Source: an optimization exercise on an open RTL-to-GDS flow (aim: small area). Production flows keep margins and buffers that such runs may drop.
Only simulation tests tie the RTL to the original design; equivalence was not proved.
Power figures rest on the tool's default switching activity, not on a simulated workload.

==> module SportWatch, before the edit <==
module SportWatch(
    input clk,
    input rst,
    input [3:0] btn,
    input [1:0] sw,
    output reg [3:0] mode_led,
    output wire cdown_done_signal,
    output wire alarm_ring,
    output wire alarm_ready,
    output wire [6:0] left_seg,
    output wire [3:0] left_dig,
    output wire [6:0] right_seg,
    output wire [3:0] right_dig
);
    wire [4:0] hour_clock, hour_countup, alarm_hour, setup_hour;
    wire [5:0] minute_clock, minute_countup, alarm_minute, setup_minute;
    wire [5:0] second_clock, second_countup;
    wire [6:0] hundredth_clock, hundredth_countup;
    wire [6:0] minute_countdown, second_countdown, hundredth_countdown;
    wire reset_clock;
    reg start_signal;
    wire start_countup, start_countdown, start_alarm, start_setup;
    reg reset_signal;
    wire reset_countup, reset_countdown, reset_alarm, reset_setup;
    wire load_signal, save_signal;
    wire add_second, add_minute;
    wire add_hour_alarm, add_minute_alarm;
    wire add_hour_setup, add_minute_setup;
    wire [5:0] count0;
    reg held_long;              
    reg reset_active;
    wire setup_ready;
    wire [3:0] button;
    reg button3_last;
    reg [3:0] scan;             
    wire mode_change = button[3] && !button3_last;
    signal_controller SignalController(
        .clk(clk), .rst(rst),
        .start(start_signal), .reset(reset_signal),
        .button(button[2:1]), .state(mode_led), .change(mode_change),
        .start_countup(start_countup), .reset_countup(reset_countup), .btn2_countup(save_signal), .btn1_countup(load_signal),
        .start_countdown(start_countdown), .reset_countdown(reset_countdown), .btn2_countdown(add_minute), .btn1_countdown(add_second),
        .start_alarm(start_alarm), .reset_alarm(reset_alarm), .btn2_alarm(add_hour_alarm), .btn1_alarm(add_minute_alarm),
        .start_setup(start_setup), .reset_setup(reset_setup), .btn2_setup(add_hour_setup), .btn1_setup(add_minute_setup),
        .reset_clock(reset_clock)
    );
    debouncer Debounce(.clk(clk), .rst(rst), .button(btn), .debounced_button(button), .count0(count0));
    clock Clock(
        .clk(clk), .rst(rst), .reset(reset_clock),
        .setup_ready(setup_ready), .alarm_ready(alarm_ready),
        .alarm_hour(alarm_hour), .alarm_minute(alarm_minute),
        .setup_hour(setup_hour), .setup_minute(setup_minute),
        .hour(hour_clock), .minute(minute_clock), .second(second_clock), .hundredth(hundredth_clock),
        .alarm_ring(alarm_ring)
    );
    count_up CountUpMode(
        .clk(clk), .rst(rst), .reset(reset_countup), .start(start_countup),
        .save_time_signal(save_signal), .load_time_signal(load_signal), .slot(sw),
        .hour(hour_countup), .minute(minute_countup), .second(second_countup), .hundredth(hundredth_countup)
    );
    count_down CountDownMode(
        .clk(clk), .rst(rst), .reset(reset_countdown), .start(start_countdown),
        .add_minute_signal(add_minute), .add_second_signal(add_second),
        .minute(minute_countdown), .second(second_countdown), .hundredth(hundredth_countdown),
        .done_signal(cdown_done_signal)
    );
    alarm AlarmMode(
        .clk(clk), .rst(rst), .reset(reset_alarm), .start(start_alarm),
        .add_hour_signal(add_hour_alarm), .add_minute_signal(add_minute_alarm),
        .alarm_hour(alarm_hour), .alarm_minute(alarm_minute), .alarm_set(alarm_ready)
    );
    setup SetupMode(
        .clk(clk), .rst(rst), .reset(reset_setup), .start(start_setup),
        .add_hour_signal(add_hour_setup), .add_minute_signal(add_minute_setup),
        .setup_hour(setup_hour), .setup_minute(setup_minute), .setup_ready(setup_ready)
    );
    wire reset_reached = count0[5] & count0[4];    
    always @(posedge clk) begin
      if (rst) begin
        mode_led <= 4'b0000;
        start_signal <= 0;
        button3_last <= 0;
        held_long <= 0;
        reset_signal <= 0;
        reset_active <= 0;
        scan <= 0;
      end else begin
        scan <= scan + 4'd1;
        if (mode_change) begin
            mode_led <= {mode_led[2:0], ~|mode_led};
            start_signal <= 0;
        end
        button3_last <= button[3];
        held_long <= count0 >= 6'd10;
        if (button[0]) begin
            if (reset_reached) begin
                reset_signal <= 1;
                reset_active <= 1;
                start_signal <= 0;
            end
        end else begin
            if (held_long) begin
                if (!reset_active) start_signal <= ~start_signal;
            end
            else reset_signal <= 0;
            reset_active <= 0;
        end
      end
    end
    wire m_cup = mode_led[3], m_cdn = mode_led[2], m_alm = mode_led[1], m_stp = mode_led[0];
    wire m_clk = ~(m_cup | m_cdn | m_alm | m_stp);
    wire hi = scan[3], lo = ~scan[3];
    wire [6:0] left_value =
          ({7{m_cup & hi}} & {2'b00, hour_countup}) | ({7{m_cup & lo}} & {1'b0, minute_countup})
        | ({7{m_cdn & lo}} & minute_countdown)
        | ({7{~m_cup & ~m_cdn & hi}} & {2'b00, hour_clock}) | ({7{~m_cup & ~m_cdn & lo}} & {1'b0, minute_clock});
    wire [6:0] right_value =
          ({7{m_cup & hi}} & {1'b0, second_countup}) | ({7{m_cup & lo}} & hundredth_countup)
        | ({7{m_cdn & hi}} & second_countdown) | ({7{m_cdn & lo}} & hundredth_countdown)
        | ({7{m_alm & hi}} & {2'b00, alarm_hour}) | ({7{m_alm & lo}} & {1'b0, alarm_minute})
        | ({7{m_stp & hi}} & {2'b00, setup_hour}) | ({7{m_stp & lo}} & {1'b0, setup_minute})
        | ({7{m_clk & hi}} & {1'b0, second_clock}) | ({7{m_clk & lo}} & hundredth_clock);
    display_segment Dis7SegLeft(.value(left_value), .tens(scan[2]), .segment(left_seg));
    display_segment Dis7SegRight(.value(right_value), .tens(scan[2]), .segment(right_seg));
    assign left_dig = 4'b0001 << scan[3:2];
    assign right_dig = left_dig;
endmodule
clock: 10.0 ns
lec_check: 0
cap_margin: 10
core_margin: 2
core_utilization: 35
slew_margin: 10
standard.sh (not shown) runs the stock make flow with config.mk's settings and CLKGATE_MAP_FILE= SYNTH_SCRIPT=/design/flow/synth_recipe.tcl, a recipe that flattens the netlist after the stock synthesis.
==> flow/flow/run.sh <==
#!/bin/bash
# Own layout flow:
#  1. the standard synthesis, unchanged;
#  2. its combinational logic re-mapped for area by ABC, with the registers,
#     their names and their cell types kept: two rounds, each running four
#     ABC recipes side by side on the best netlist so far and keeping the
#     smallest result;
#  3. the standard layout, with buf_1 port buffers and a clock tree of
#     clkbuf_4 without dummy loads.
# Each tool writes its full output to a log file here.
set -uo pipefail
W=$(pwd)
R=$W/orfs/results/sky130hd/SportWatch/base
LIB=$FLOW_HOME/platforms/sky130hd/lib/sky130_fd_sc_hd__tt_025C_1v80.lib

bash standard.sh synth > synth.log 2>&1 || { echo "synth failed"; exit 1; }
cp $R/1_2_yosys.v $W/synth_standard.v

DU=""
for c in sky130_fd_sc_hd__probe_p_8 sky130_fd_sc_hd__probec_p_8 sky130_fd_sc_hd__lpflow_bleeder_1 sky130_fd_sc_hd__lpflow_clkbufkapwr_1 sky130_fd_sc_hd__lpflow_clkbufkapwr_16 sky130_fd_sc_hd__lpflow_clkbufkapwr_2 sky130_fd_sc_hd__lpflow_clkbufkapwr_4 sky130_fd_sc_hd__lpflow_clkbufkapwr_8 sky130_fd_sc_hd__lpflow_clkinvkapwr_1 sky130_fd_sc_hd__lpflow_clkinvkapwr_16 sky130_fd_sc_hd__lpflow_clkinvkapwr_2 sky130_fd_sc_hd__lpflow_clkinvkapwr_4 sky130_fd_sc_hd__lpflow_clkinvkapwr_8 sky130_fd_sc_hd__lpflow_decapkapwr_12 sky130_fd_sc_hd__lpflow_decapkapwr_3 sky130_fd_sc_hd__lpflow_decapkapwr_4 sky130_fd_sc_hd__lpflow_decapkapwr_6 sky130_fd_sc_hd__lpflow_decapkapwr_8 sky130_fd_sc_hd__lpflow_inputiso0n_1 sky130_fd_sc_hd__lpflow_inputiso0p_1 sky130_fd_sc_hd__lpflow_inputiso1n_1 sky130_fd_sc_hd__lpflow_inputiso1p_1 sky130_fd_sc_hd__lpflow_inputisolatch_1 sky130_fd_sc_hd__lpflow_isobufsrc_1 sky130_fd_sc_hd__lpflow_isobufsrc_16 sky130_fd_sc_hd__lpflow_isobufsrc_2 sky130_fd_sc_hd__lpflow_isobufsrc_4 sky130_fd_sc_hd__lpflow_isobufsrc_8 sky130_fd_sc_hd__lpflow_isobufsrckapwr_16 sky130_fd_sc_hd__lpflow_lsbuf_lh_hl_isowell_tap_1 sky130_fd_sc_hd__lpflow_lsbuf_lh_hl_isowell_tap_2 sky130_fd_sc_hd__lpflow_lsbuf_lh_hl_isowell_tap_4 sky130_fd_sc_hd__lpflow_lsbuf_lh_isowell_4 sky130_fd_sc_hd__lpflow_lsbuf_lh_isowell_tap_1 sky130_fd_sc_hd__lpflow_lsbuf_lh_isowell_tap_2 sky130_fd_sc_hd__lpflow_lsbuf_lh_isowell_tap_4 sky130_fd_sc_hd__fill_1 sky130_fd_sc_hd__fill_2 sky130_fd_sc_hd__fill_4 sky130_fd_sc_hd__fill_8 ; do DU="$DU -dont_use $c"; done

recipe() {   # recipe <kind> <seed>
  case $1 in
    a) printf 'strash\n&get -n\n&deepsyn -T 60 -S %s\n&put\ndch -f\namap\n&get -n\n&dch -f\n&nf -a -R 1000\n&put\n' $2 ;;
    b) printf 'strash\n&get -n\n&deepsyn -T 60 -S %s\n&dch -f\n&nf -a -R 1000\n&put\n' $2 ;;
    c) printf 'strash\n&get -n\n&deepsyn -T 60 -S %s\n&put\ndch -f\nmap -a\n&get -n\n&dch\n&nf -a -R 1000\n&put\n' $2 ;;
  esac
}

resynth() {  # resynth <input netlist> <tag> <kind> <seed>
  recipe $3 $4 > resynth_$2.abc
  cat > resynth_$2.ys <<EOY
read_liberty -ignore_miss_func $LIB
read_verilog $1
hierarchy -top SportWatch
setattr -mod -set keep_hierarchy 1 sky130_fd_sc_hd__df* sky130_fd_sc_hd__edf* sky130_fd_sc_hd__sdf* sky130_fd_sc_hd__dl*
flatten
opt_clean -purge
abc -liberty $LIB $DU -script $W/resynth_$2.abc SportWatch
opt_clean -purge
setundef -zero
hilomap -singleton -hicell sky130_fd_sc_hd__conb_1 HI -locell sky130_fd_sc_hd__conb_1 LO
splitnets
opt_clean -purge
insbuf -buf sky130_fd_sc_hd__buf_4 A X
select SportWatch
tee -o $W/resynth_$2.stat stat -liberty $LIB
write_verilog -noattr -nohex -nodec -selected $W/resynth_$2.v
EOY
  timeout 600 yosys -s resynth_$2.ys > resynth_$2.log 2>&1
}

best_v=$W/synth_standard.v; best_area=""
pick() {     # pick <tags...>: keep the smallest valid netlist
  for t in "$@"; do
    a=$(grep "Chip area for module" resynth_$t.stat 2>/dev/null | head -1 | awk '{print $NF}')
    if [ -s resynth_$t.v ] && grep -q "^module SportWatch" resynth_$t.v && [ -n "$a" ]; then
      echo "recipe $t: area $a" >> resynth_choice.log
      if [ -z "$best_area" ] || awk "BEGIN{exit !($a < $best_area)}"; then best_v=$W/resynth_$t.v; best_area=$a; fi
    fi
  done
  echo "best so far: $best_v $best_area" >> resynth_choice.log
}

src=$best_v
resynth $src 1a a 1 & resynth $src 1b b 2 & resynth $src 1c c 3 & resynth $src 1d a 4 &
wait
pick 1a 1b 1c 1d
src=$best_v
resynth $src 2a a 5 & resynth $src 2b a 6 & resynth $src 2c c 7 & resynth $src 2d b 8 &
wait
pick 2a 2b 2c 2d

if [ "$best_v" != "$W/synth_standard.v" ]; then
  cp $best_v $R/1_2_yosys.v
  rm -f $R/1_synth.odb
else
  echo "resynthesis failed, keeping the standard netlist" >> resynth_choice.log
fi

bash standard.sh \
  BUFFER_PORTS_ARGS="-buffer_cell sky130_fd_sc_hd__buf_1" \
  CTS_ARGS="-sink_clustering_enable -repair_clock_nets -dont_use_dummy_load -buf_list sky130_fd_sc_hd__clkbuf_4 -sink_clustering_size 10 -sink_clustering_max_diameter 40" \
  finish > finish.log 2>&1 || { echo "layout failed"; exit 1; }
The first run finished clean.
Then changed:
--- a/flow/design.v
+++ b/flow/design.v
@@ -462,23 +462,35 @@
             else reset_signal <= 0;
             reset_active <= 0;
         end
       end
     end
-    wire m_cup = mode_led[3], m_cdn = mode_led[2], m_alm = mode_led[1], m_stp = mode_led[0];
-    wire m_clk = ~(m_cup | m_cdn | m_alm | m_stp);
-    wire hi = scan[3], lo = ~scan[3];
-    wire [6:0] left_value =
-          ({7{m_cup & hi}} & {2'b00, hour_countup}) | ({7{m_cup & lo}} & {1'b0, minute_countup})
-        | ({7{m_cdn & lo}} & minute_countdown)
-        | ({7{~m_cup & ~m_cdn & hi}} & {2'b00, hour_clock}) | ({7{~m_cup & ~m_cdn & lo}} & {1'b0, minute_clock});
-    wire [6:0] right_value =
-          ({7{m_cup & hi}} & {1'b0, second_countup}) | ({7{m_cup & lo}} & hundredth_countup)
-        | ({7{m_cdn & hi}} & second_countdown) | ({7{m_cdn & lo}} & hundredth_countdown)
-        | ({7{m_alm & hi}} & {2'b00, alarm_hour}) | ({7{m_alm & lo}} & {1'b0, alarm_minute})
-        | ({7{m_stp & hi}} & {2'b00, setup_hour}) | ({7{m_stp & lo}} & {1'b0, setup_minute})
-        | ({7{m_clk & hi}} & {1'b0, second_clock}) | ({7{m_clk & lo}} & hundredth_clock);
+    reg [6:0] left_value, right_value;
+    always @(*) begin
+        case (mode_led)
+            4'b1000: begin
+                left_value  = scan[3] ? hour_countup   : minute_countup;
+                right_value = scan[3] ? second_countup : hundredth_countup;
+            end
+            4'b0100: begin
+                left_value  = scan[3] ? 7'd0             : minute_countdown;
+                right_value = scan[3] ? second_countdown : hundredth_countdown;
+            end
+            4'b0010: begin
+                left_value  = scan[3] ? hour_clock : minute_clock;
+                right_value = scan[3] ? alarm_hour : alarm_minute;
+            end
+            4'b0001: begin
+                left_value  = scan[3] ? hour_clock : minute_clock;
+                right_value = scan[3] ? setup_hour : setup_minute;
+            end
+            default: begin
+                left_value  = scan[3] ? hour_clock   : minute_clock;
+                right_value = scan[3] ? second_clock : hundredth_clock;
+            end
+        endcase
+    end
     display_segment Dis7SegLeft(.value(left_value), .tens(scan[2]), .segment(left_seg));
     display_segment Dis7SegRight(.value(right_value), .tens(scan[2]), .segment(right_seg));
     assign left_dig = 4'b0001 << scan[3:2];
     assign right_dig = left_dig;
 endmodule
After rerunning: The new run completed with no timing, DRC or antenna violations; sequential share of layout area came out lower by 0.78 points; power rose by 0.38%; critical path depth climbs by 6; global-route usage decreases by 0.50 points; cell area grows by 1.5%; routed wire length is higher by 1.4%; area after synthesis is higher by 1.3%; synthesized cell count increases by 2.4%; register-to-register slack improves by 0.22 ns; core utilization falls by 0.24 points; worst hold slack improves by 0.023 ns.

## what the ideal ports hide
How much do the figures lean on ideal ports? The routed layouts below were timed once more, with nothing changed but the port constraints.
Step 1 assumes that a clkbuf_16 drives the clock port and a buf_2 every other input.
Step 2 also shifts input and output timing later by t, the mid clock arrival at the registers, as if the neighbouring blocks saw the same clock.
a / b / c = ideal / step 1 / step 2; a / b = the first two.
run	shift t [ns]	setup WS [ns]	latest minus earliest clock arrival (ns)	slew at the worst register clock pin (ns)	pins driven straight from the clock port
the first run	0.644	2.706 / 2.666 / 3.310	0.108 / 0.108	0.11 / 0.11	1
the second run	0.641	1.969 / 1.933 / 2.575	0.081 / 0.081	0.10 / 0.10	1
After both steps every run listed still meets setup and hold.
